Context: an optimization exercise on an open-source flow, tuned for small area, a short achievable clock period and few clock cycles per item. The choices shown serve that exercise and are no tape-out recipe. At most, simulation tests tie the RTL to the original design; equivalence was not proved. Only the layout flow was run in run 2; the RTL was not checked for function there.

## flow/design.v (module list and top-level ports; edited modules follow where they fit)
// module PixelSolverMultiCore: 6392 lines
// module MandelFA: 4 lines
// module MandelHA: 4 lines
module PixelSolverMultiCore (
  input               io_cmd_valid,
  output              io_cmd_ready,
  input      [27:0]   io_cmd_payload_x,
  input      [27:0]   io_cmd_payload_y,
  output              io_rsp_valid,
  input               io_rsp_ready,
  output     [5:0]    io_rsp_payload_iteration,
  input               clk,
  input               reset
);
  // ...
==> flow/flow/run.sh <==
#!/bin/bash
set -euo pipefail
MARGIN=${MARGIN:-6.8}
sed "s/SETUP_SLACK_MARGIN=[0-9.]*/SETUP_SLACK_MARGIN=$MARGIN/" standard.sh > standard_margin.sh
bash standard_margin.sh > standard.log 2>&1
==> flow/standard.sh <==
#!/bin/bash
# synth_recipe.tcl (not shown) runs the flow's synth.tcl, then flattens the netlist and writes it again
# the make line also repeats each setting of config.mk as NAME=value (left out here)
make -C /OpenROAD-flow-scripts/flow DESIGN_CONFIG=/design/flow/config.mk WORK_HOME=/design/flow/orfs CLKGATE_MAP_FILE= SYNTH_SCRIPT=/design/flow/synth_recipe.tcl "${@:-finish}"
==> flow/config.mk <==
export PLATFORM = sky130hd
export DESIGN_NAME = PixelSolverMultiCore
export DESIGN_NICKNAME = PixelSolverMultiCore
export VERILOG_FILES = /design/flow/design.v
export SDC_FILE = /design/flow/constraint.sdc
export NUM_CORES = 8
export LEC_CHECK = 0
export CAP_MARGIN = 20
export CORE_MARGIN = 2
export CORE_UTILIZATION = 60
export CTS_BUF_LIST = sky130_fd_sc_hd__clkbuf_16
export CTS_CLUSTER_DIAMETER = 120
export CTS_CLUSTER_SIZE = 20
export SETUP_SLACK_MARGIN = 5
export SLEW_MARGIN = 20
export SYNTH_HIERARCHICAL = 1
==> flow/constraint.sdc <==
create_clock -name core_clock -period 10.0 [get_ports {clk}]
set_input_delay 2.0000 -clock core_clock [delete_from_list [all_inputs] [get_ports {clk}]]
set_output_delay 2.0000 -clock core_clock [all_outputs]
set_load 0.01 [all_outputs]
==> metrics.yaml, run 1 <==
status: "timing/DRC/antenna clean"
wl_met1_um: 74800
setup_viol: 0
tritoncts: "done"
met2WireLength_um: 81300
synth_edf_count: 54
ys.flop_type: "dfxtp_1"
buffers: 160
synth_fp_nets: 7310
n_all_inverters: 596
post_cts_buffers: 8
layout.nets: 7153
synth-compound-area-share_pct: 7.90
dp_hpwl_um: 121000
hold_viol_final: 0
slowest_delay_ps: 370
initialDrtViolationCount: 3312
tightestPinTransition_ps: 1180
gp_congestion: 0.909
synth_top_family_by_area: "adder cells"
crit_cells: 1
place_area_um2: 68800
nFlopsAndLatches: 1152
ys_types: 81
grtUsageMet3_pct: 6.52
period_needed_ps: 3190
synth_mux_area_share_pct: 1.74
cts_root_buf: "clkbuf_16"
mostFrequentLayoutCells: "1043 x fa_1, 1023 x dfxtp_1, 801 x nand2_1, 582 x inv_1, 452 x xnor2_1"
setup_slack_ps: 6810
grt_util_met2_pct: 50.2
grt_pass1_wl_um: 281000
numCtsBuffers: 67
Testbench counts, summed over its fixed seeds: cycles 255,610, pixels 8,192.
==> run 2: changes to the inputs <==
--- a/flow/design.v
+++ b/flow/design.v
@@ -24,35 +24,37 @@
   reg  [2:0] wb_seq;      
   reg  [5:0]  wb_res;      
   reg  [5:0]  rob_d [0:7];
   reg  [7:0] rob_v;
   reg  [2:0] head, alloc;
   reg  [3:0] used;
   reg         o_v;
   reg  [5:0]  o_it;
-  assign io_cmd_ready = tk;
+  reg         tk_o;        
+  assign io_cmd_ready = tk_o;
   wire        acc = tk & io_cmd_valid;
   assign io_rsp_valid = o_v;
   assign io_rsp_payload_iteration = o_it;
   wire [5:0]  itc = r0_it + 6'd1;
   wire        inx = (r0_x[27:22] == 6'd0) | (r0_x[27:22] == 6'h3f);
   wire        iny = (r0_y[27:22] == 6'd0) | (r0_y[27:22] == 6'h3f);
   wire [3:0]  qx = r0_x[21:18] ^ {4{r0_x[27]}};
   wire [3:0]  qy = r0_y[21:18] ^ {4{r0_y[27]}};
   wire        big = inx & iny & (qx[3] | qy[3] | (qx[2] & qy[2] & ((~qx[1] & qy[1] & qy[0]) | (qx[1] & ~qx[0] & qy[1]) | (qx[1] & qx[0]))));
   wire        zsmall = (r0_x[27:21] == {7{r0_x[21]}}) & (r0_y[27:21] == {7{r0_y[21]}});
   wire        cyc = (itc > 6'd4) & zsmall & r0_snap[44] & ({r0_x[21:0], r0_y[21:0]} == r0_snap[43:0]);
   wire [44:0] snape = (itc[1:0] == 0) ? {zsmall, r0_x[21:0], r0_y[21:0]} : r0_snap;
   wire        live = r0_act & ~r0_lesc;
   wire        fe0 = live & (big | cyc | (itc == 6'd62));    
   wire        f620 = ~big & ~cyc;                           
   wire        fl0 = r0_act & r0_lesc;                       
-  wire        ld = ~o_v | io_rsp_ready;
-  wire        pop = ld & rob_v[head];
+  wire        pop = o_v & io_rsp_ready;
+  wire [2:0] head_n = head + {2'd0, pop};
+  wire        byp = wr & (wr_seq == head_n);
   wire        wr = wb_v | fl0;
   wire [2:0] wr_seq = wb_v ? wb_seq : r0_seq;
   wire [5:0]  wr_res = wb_v ? wb_res : r0_it;
   wire pp1;
   wire pp2;
   wire pp3;
   wire pp4;
   wire pp5;
@@ -6361,30 +6363,32 @@
       r0_it <= it_l;
       r0_lesc <= esc_l;
       r0_seq <= p2_seq;
     end
     r0_snap <= p2_snap;
     wb_seq <= p2_seq;
     wb_res <= (bg_l | (f62_l & esc_l)) ? it_l : 6'd63;
     if (wr) rob_d[wr_seq] <= wr_res;
-    if (ld) o_it <= rob_d[head];
-    tk <= free_n & room;
-    o_v <= ~reset & (ld ? rob_v[head] : o_v);
+    o_it <= byp ? wr_res : rob_d[head_n];
+    tk_o <= ~reset & free_n & room;
+    o_v <= ~reset & (byp | rob_v[head_n]);
   end
   always @(posedge clk or posedge reset) begin
     if (reset) begin
+      tk <= 1'b0;
       r0_act <= 1'b0;
       act <= 2'd0;
       wb_v <= 1'b0;
       rob_v <= 8'd0;
       head <= 3'd0;
       alloc <= 3'd0;
       used <= 4'd0;
     end else begin
+      tk <= free_n & room;
       r0_act <= acc | cont_l;
       act <= {act[1:1], r0_act};
       wb_v <= act[2] & fe_l;
       if (acc) alloc <= alloc + 1'b1;
       used <= used + {3'd0, acc} - {3'd0, pop};
       if (pop) head <= head + 1'b1;
       rob_v <= (rob_v & ~({7'd0, pop} << head)) | ({7'd0, wr} << wr_seq);
     end
==> flow/flow/run.sh (replaced) <==
#!/bin/bash
set -euo pipefail
MARGIN=${MARGIN:-7}
sed "s/SETUP_SLACK_MARGIN=[0-9.]*/SETUP_SLACK_MARGIN=$MARGIN/" standard.sh > standard_margin.sh
bash standard_margin.sh > standard.log 2>&1
==> flow/config.mk (replaced) <==
export PLATFORM = sky130hd
export DESIGN_NAME = PixelSolverMultiCore
export DESIGN_NICKNAME = PixelSolverMultiCore
export VERILOG_FILES = /design/flow/design.v
export SDC_FILE = /design/flow/constraint.sdc
export NUM_CORES = 8
export LEC_CHECK = 0
export CAP_MARGIN = 20
export CORE_MARGIN = 2
export CORE_UTILIZATION = 60
export CTS_BUF_LIST = sky130_fd_sc_hd__clkbuf_16
export CTS_CLUSTER_DIAMETER = 150
export CTS_CLUSTER_SIZE = 24
export SETUP_SLACK_MARGIN = 5
export SLEW_MARGIN = 20
export SYNTH_HIERARCHICAL = 1
==> run 2 against run 1 <==
  * Still clean on timing, DRC and antenna
  * Sequential share of layout area is 0.70 points lower
  * Critical path depth grew 3
  * Cell area grew 2.1%
  * Global-route usage grew 0.39 points
  * Register-to-register slack better by 90 ps
  * Core utilization is 1.1 points higher
  * Critical endpoint is now io_rsp_payload_iteration[4]
  * Largest cell class unchanged
  * Highest routed layer unchanged
==> metrics.yaml, run 2 <==
antenna_found_initial: 7
final_area_um2: 72500
r2r_slack_ps: 6910
fin_crit_sh_pct: 41.2
yosysSeqAreaShare_pct: 35.0
grt_max_degree: 104
synth_mux_area_share_pct: 1.76  # +0.024 points
routed_via_density: 5.92
reg2reg_to: "q2_s3505"
ys_types: 89  # +9.9%
io_pins: 68
yosys-top-cells-count: "1079 x dfxtp_1, 1061 x fa_1, 809 x nand2_1"
synth_area_per_cell_um2: 11.2
start_util_pct: 60.7
fin_util_pct: 65.3
synthAdderAreaFrac_pct: 35.6
hp-class: "reg -> reg"
cap_violations: 0
yosys.area_share.simple_pct: 6.96
die-area_um2: 115000
synth_most_common_cell: "dfxtp_1"
yosysTopAreaCellShare_pct: 32.0
io_buffers: 67
num-fill-cells: 8858
drc_errors: 0
dr.pass1.iters: 6
core_area_um2: 111000
worstPathRequired_ps: 8000
worstSetupPathType: "reg -> out"
synth_edf_count: 48  # -11%
initialDrtViolationCount: 3760  # +14%
gp_congestion: 0.877  # -3.5%
start_kind: "register"
regMostFlops: "rob_d"
period_needed_ps: 4120  # +927 ps
die_y_um: 339
ys.flop_type: "dfxtp_1"
holdPathEnd: "p2_x0[19]"
grt_pass1_wl_um: 285000  # +1.4%
slew_viol_final: 0
fin_skew_ps: 56.0
max_freq_ghz: 0.243
synth_xor_area_share_pct: 6.70
htree_levels: 2
netlist_top_cells_area: "dfxtp_1 32%, fa_1 31%, xnor2_1 5.9%"
synth_cells: 6034
worstHoldStart: "p1_x0[19]"
area_delta_synth_final_pct: 7.56
synth-seq-cells: 1150
clk_pin_slew_ps: 110
relSlewSlack_pct: 35.1
tritoncts: "done"
numCtsBuffers: 53  # -21%
crit_fanout: 6
synth_warnings: 7
synth_top_family_by_area: "adder cells"
crit_slowest_cell: "mux4_2"
wirelength_um: 185000
cts_sinks: 1150
dp_hpwl_um: 126000  # +4.5%
tns_ps: 0
async_flop_share_pct: 2.00
clk_latency_ps: 740
wl_per_cell_um: 25.0
synthesis.area_um2: 67400
layout.nets: 7267  # +1.6%
hold_depth: 0
synth-compound-area-share_pct: 8.32  # +0.42 points
drive_gt1_share_pct: 9.69
path_cells: "buf_12 > mux4_2 > mux2_4 > buf_6"
r2r_start: "q1_r0_y_14"
tightestPinTransition_ps: 973  # -203 ps
slowest_delay_ps: 490  # +120 ps
ctsHoldBuffers: 0
reg2reg_depth: 6
final_common_cell: "fa_1"
place_area_um2: 69200  # +0.70%
critPathCaptureType: "output pin"
dieWidth_um: 339
arrival_ps: 2120
clk_path_buf_depth: 3
grt.overflow.total: 0
setup_viol: 0  # unchanged
synth_area_leader_cell: "dfxtp_1"
std_cell_rows: 122
largest_reg_flops: 48
grtUsageTotal_pct: 32.8
vias: 43900
hold_viol_final: 0  # unchanged
rsz0062_at_grt: "yes"
mostFrequentLayoutCells: "1021 x fa_1, 1000 x dfxtp_1, 804 x nand2_1, 597 x inv_1, 449 x xnor2_1"
cts_root_buf: "clkbuf_16"
synth_fp_nets: 7377  # +0.92%
grt_pass1_vias: 46900
ant_nets: 0
status: "timing/DRC/antenna clean"
run 2: changes by cell type after synthesis, moves of 10 or more:
| cell | delta |
|---|---|
| o21ai_0 | -19 |
| a21oi_1 | +15 |
| o211ai_1 | -10 |
| a21o_1 | +20 |
| inv_1 | +26 |
| o21ai_1 | +14 |
run 2: worst max-delay path by stage:
stage,end,slack [ps],depth (start not counted)
floorplan,o_v,6670,8
global placement,r0_y[22],5990,10
detailed placement,o_v,6130,8
CTS,io_rsp_payload_iteration[4],5820,4
global route,io_rsp_payload_iteration[5],5790,4
finish,io_rsp_payload_iteration[4],5880,4
run 2: cell families (layout without fill, tap and decap cells):
group	Yosys count	after routing
fa+ha+maj	1283	1283
flops	1150	1150
simple gates	1115	1115
buf+inv	1009	908
compound gates	873	873
xor+xnor	512	512
mux	92	92
other cells	0	1
run 2: layout make-up:
type                            count  area [µm²]  area share (%)
Inverter                          621        2410            3.33
Sequential cell                  1150       23800            32.8
Clock buffer                       53        1330            1.83
Timing Repair Buffer              218        2170            2.99
Timing Repair inverter              5        37.5          0.0517
Antenna cell                        1        2.50         0.00345
Multi-Input combinational cell   3875       40900            56.3
Tap cell                         1488        1860            2.57
Clock inverter                     11        88.8           0.122
run 2: metrics by stage:
stage	setup slack [ps]	hold WS, ps	instances
3_3_place_gp	5990	310	7274
3_5_place_dp	6130	312	7274
5_1_grt	5790	334	7421
6_report	5880	322	7422
2_1_floorplan	6670	310	6034
4_1_cts	5820	317	7384
run 2: routing by layer:
layer / part of all wire [%] / track usage, % / up-vias / wire length, µm
li1: - / - / 18900 / -
met1: 41 / 45.0 / 22400 / 75200
met2: 46 / 52.0 / 2084 / 85600
met3: 8.8 / 6.23 / 498 / 16300
met4: 4.4 / 12.6 / 2 / 8140
met5: 0.0049 / 0 / - / 9
run 2: critical path: cells and delay by family, from the launching register on:
| kind | cells | cell delay (ps) |
|---|---|---|
| buffers and inverters | 2 | 250 |
| muxes | 2 | 780 |
| DFF | 1 | 380 |
run 2: Yosys stat by module (local to each module, per instance):
module                flip-flops and latches  cells inside
MandelFA                                   0             1
PixelSolverMultiCore                    1150          4963
MandelHA                                   0             1
run 2: repair_timing:
item                       4_1_cts  5_1_grt
cloned                           4        1
pin swaps                       66       59
setup endpoints to repair      317      157
gates resized for setup        215      135
setup buffers                   42       36

==> what the ideal ports hide <==
The flow's constraints put no driver on any port. The routed layouts listed below were extracted and timed again, unchanged, in two steps.
Step 1 assumes that a clkbuf_16 drives the clock port and a buf_2 every other input.
Step 2 times the ports against the registers' clock, not the clock port: input delays grow and output delays shrink by t, the midpoint of the rising clock arrivals with the driver on.
Three values: no drivers, after step 1, after step 2; two values: the first two.
| run | shift t [ns] | slack for setup (ns) | worst setup path after step 2 | latest minus earliest clock arrival (ns) | slew at the worst register clock pin (ns) |
|---|---|---|---|---|---|
| run 1 | 0.746 | 6.807 / 6.728 / 6.177 | input to register | 0.027 / 0.027 | 0.10 / 0.10 |
| run 2 | 0.789 | 5.880 / 5.799 / 6.380 | input to register | 0.057 / 0.057 | 0.12 / 0.12 |
After both steps every run listed still meets setup and hold. For run 1, which loses most, drivers alone change the setup slack by -0.079 ns; drivers and shift together by -0.630 ns.
